From an optimization exercise on the open Yosys and OpenROAD flow, aimed at small area and a short achievable clock period; shortcuts taken in it are not production practice. RTL that was checked went through simulation tests only; none was proved equivalent to the original. Power figures rest on the tool's default switching activity, not on a simulated workload.

==> flow/design.v (excerpt) <==
module neuron(
    input  logic clk,
    input  logic rst_n,
    input  logic signed [7:0] x,
    input  logic signed [7:0] w,
    input  logic signed [7:0] bias,
    output logic signed [17:0] y
);
For scale: roughly 580 cells after synthesis, ~140 flip-flops, about 44 I/O pins, about 6500 µm² of cells after synthesis.
==> flow/config.mk <==
export PLATFORM = sky130hd
export DESIGN_NAME = neuron
export DESIGN_NICKNAME = neuron
export VERILOG_FILES = /design/flow/design.v
export SDC_FILE = /design/flow/constraint.sdc
export NUM_CORES = 4
export LEC_CHECK = 0
export CAP_MARGIN = 20
export CORE_MARGIN = 2
export CORE_UTILIZATION = 40
export SETUP_SLACK_MARGIN = 3.3
export SLEW_MARGIN = 20
==> flow/constraint.sdc <==
create_clock -name core_clock -period 6.0 [get_ports {clk}]
set_input_delay 1.2000 -clock core_clock [delete_from_list [all_inputs] [get_ports {clk}]]
set_output_delay 1.2000 -clock core_clock [all_outputs]
set_load 0.01 [all_outputs]
run.sh (not shown) runs the stock make flow with config.mk's settings and CLKGATE_MAP_FILE= SYNTH_SCRIPT=/design/flow/synth_recipe.tcl, a recipe that flattens the netlist after the stock synthesis.
The baseline ran to the end with no violations.
Next try:
--- a/flow/design.v
+++ b/flow/design.v
@@ -186,15 +186,22 @@
   end
   logic vld;
   always_ff @(posedge clk or negedge rst_n) begin
     if (!rst_n) vld <= 1'b0;
     else vld <= 1'b1;
   end
   logic [17:0] v;
-  always_ff @(posedge clk) v <= {acc[16], acc} + {{10{bias[7]}}, bias};
+  wire [8:0] vlo = {1'b0, acc[7:0]} + {1'b0, bias};
+  wire [9:0] ah  = {acc[16], acc[16:8]};
+  wire [9:0] ahp = ah + 10'd1;
+  wire [9:0] ahm = ah - 10'd1;
+  wire vup = vlo[8] & ~bias[7];
+  wire vdn = ~vlo[8] & bias[7];
+  wire [9:0] vhi = vup ? ahp : (vdn ? ahm : ah);
+  always_ff @(posedge clk) v <= {vhi, vlo[7:0]};
   logic [16:0] r;
   wire keep = vld & ~v[17];
   always_ff @(posedge clk) r <= v[16:0] & {17{keep}};
   logic [16:0] r2, yr;
   always_ff @(posedge clk or negedge rst_n) begin
     if (!rst_n) begin r2 <= 17'd0; yr <= 17'd0; end
     else begin r2 <= r; yr <= r2; end
=> Via count decreases by a few percent. Maximum frequency decreases slightly. Total power decreases slightly. Clock skew barely changes. Wire length decreases by a few percent. Global-route usage decreases by 0.35 points. Hold slack is about the same. Synthesized area decreases by a few percent. Register-to-register slack got worse by 0.13 ns. Setup slack got worse by 0.044 ns. Non-clock buffer count increases by 12.
No run of this note included a check of the RTL's function; only the layout flow was run.


## old
neuron again, from the RTL that the note above started with.
==> flow/design.v (excerpt) <==
module neuron(
    input  logic clk,
    input  logic rst_n,
    input  logic signed [7:0] x,
    input  logic signed [7:0] w,
    input  logic signed [7:0] bias,
    output logic signed [17:0] y
);
export LEC_CHECK = 0
export CAP_MARGIN = 20
export CORE_MARGIN = 2
export CORE_UTILIZATION = 40
export SETUP_SLACK_MARGIN = 3.8
export SLEW_MARGIN = 20
create_clock -name core_clock -period 6.0 [get_ports {clk}]
standard.sh (not shown) runs the stock make flow with config.mk's settings and CLKGATE_MAP_FILE= SYNTH_SCRIPT=/design/flow/synth_recipe.tcl, a recipe that flattens the netlist after the stock synthesis.
==> flow/flow/run.sh <==
#!/bin/bash
# Standard ORFS layout, except that the port buffers are the smallest
# plain buffer (buffer_ports picks a slow delay cell by default) and the
# clock tree uses fewer, larger sink clusters and no dummy loads.
# Each step's full output goes to a log file in the work folder.
set -euo pipefail
export BUFFER_PORTS_ARGS="-buffer_cell sky130_fd_sc_hd__buf_1"
export CTS_ARGS="-sink_clustering_enable -repair_clock_nets -sink_clustering_size 30 -sink_clustering_max_diameter 200 -buf_list {sky130_fd_sc_hd__clkbuf_4 sky130_fd_sc_hd__clkbuf_8} -dont_use_dummy_load"
bash standard.sh synth > synth.log 2>&1
bash standard.sh > layout.log 2>&1
In summary, old completed successfully, with a layout that passed the timing, DRC and antenna checks.
[inputs] new vs old
--- a/flow/design.v
+++ b/flow/design.v
@@ -172,32 +172,49 @@
     pc[9] <= fc15;
     pc[10] <= fc16;
     pc[11] <= fc17;
     pc[12] <= fc18;
     pc[13] <= fc19;
     pc[14] <= fc20;
   end
-  logic [16:0] acc;
+  logic [8:0] alo;
+  logic [16:9] ahi;
+  logic cy;
+  wire [16:0] acc = {ahi, alo};
   wire [16:0] cs_s = acc ^ ps ^ pc;
   wire [16:0] cs_c = (acc & ps) | (acc & pc) | (ps & pc);
-  wire [16:0] acc_d = cs_s + {cs_c[15:0], 1'b0};
-  always_ff @(posedge clk or negedge rst_n) begin
-    if (!rst_n) acc <= 17'd0;
-    else acc <= acc_d;
+  wire [9:0] lo_d = {1'b0, cs_s[8:0]} + {1'b0, cs_c[7:0], 1'b0};
+  wire [7:0] hi_d = cs_s[16:9] + cs_c[15:8] + {7'd0, cy};
+  always_ff @(posedge clk or negedge rst_n) begin
+    if (!rst_n) begin
+      alo <= 9'd0; ahi <= 8'd0; cy <= 1'b0;
+    end else begin
+      alo <= lo_d[8:0]; ahi <= hi_d; cy <= lo_d[9];
+    end
   end
   logic vld;
   always_ff @(posedge clk or negedge rst_n) begin
     if (!rst_n) vld <= 1'b0;
     else vld <= 1'b1;
   end
-  logic [17:0] v;
-  always_ff @(posedge clk) v <= {acc[16], acc} + {{10{bias[7]}}, bias};
+  logic [8:0] vlo, vh;
+  logic vcy, vb7;
+  always_ff @(posedge clk) begin
+    vlo <= {1'b0, alo[7:0]} + {1'b0, bias};
+    vh  <= acc[16:8];
+    vcy <= cy;
+    vb7 <= bias[7];
+  end
+  wire [8:0] sh = vh + {7'd0, vcy, 1'b0};           
+  wire c8 = vlo[8];
+  wire [9:0] vd = {{9{vb7 & ~c8}}, vb7 ^ c8};        
+  wire [9:0] vhi = {sh[8], sh} + vd;                 
   logic [16:0] r;
-  wire keep = vld & ~v[17];
-  always_ff @(posedge clk) r <= v[16:0] & {17{keep}};
+  wire keep = vld & ~vhi[9];
+  always_ff @(posedge clk) r <= {vhi[8:0], vlo[7:0]} & {17{keep}};
   logic [16:0] r2, yr;
   always_ff @(posedge clk or negedge rst_n) begin
     if (!rst_n) begin r2 <= 17'd0; yr <= 17'd0; end
     else begin r2 <= r; yr <= r2; end
   end
   assign y = {1'b0, yr};
 endmodule
Inverter count was higher in new than in old. new vs. old: number of design-rule violations left by the first detailed-router iteration decreased 98, maximum clock frequency increased 2.1 MHz, layout sequential cell count higher, starting density of the core held. Net count of the finished layout in new is 4.2% lower than in old. new vs old, die area went down by 80 um^2. [compare] base=old new=new: sequential power now larger, logic depth of the worst register-to-register path now larger. The higher all-layer global routing usage of new and old is in old. The core of new is less densely filled than that of old. Between old and new, largest net degree at the start of global routing increased.
For old, only the layout was checked, not whether the RTL still works.

[re-timing with driven ports]
No port has a modelled driver above. Below, the same layouts with a new extraction and two added sets of constraints. Step 1, drivers: a clkbuf_16 drives clk and a buf_2 each remaining input, both assumed. Step 2 times the ports against the registers' clock, not the clock port: input delays grow and output delays shrink by t, the midpoint of the rising clock arrivals with the driver on. Slacks: ideal / step 1 / step 2; pairs: ideal / step 1.
run	shift t [ns]	slack for setup (ns)	worst register clock-pin slew, ns
the first run of note 1	0.452	3.340 / 3.354 / 2.902	0.06 / 0.06
the second run of note 1	0.445	3.296 / 3.296 / 2.873	0.06 / 0.06
old	0.462	3.563 / 3.563 / 3.102	0.07 / 0.07
new	0.453	3.575 / 3.575 / 3.369	0.08 / 0.08
After both steps setup and hold are still met in every run listed. For old, which loses most, drivers alone change the setup slack by 0.000 ns; drivers and shift together by -0.461 ns.
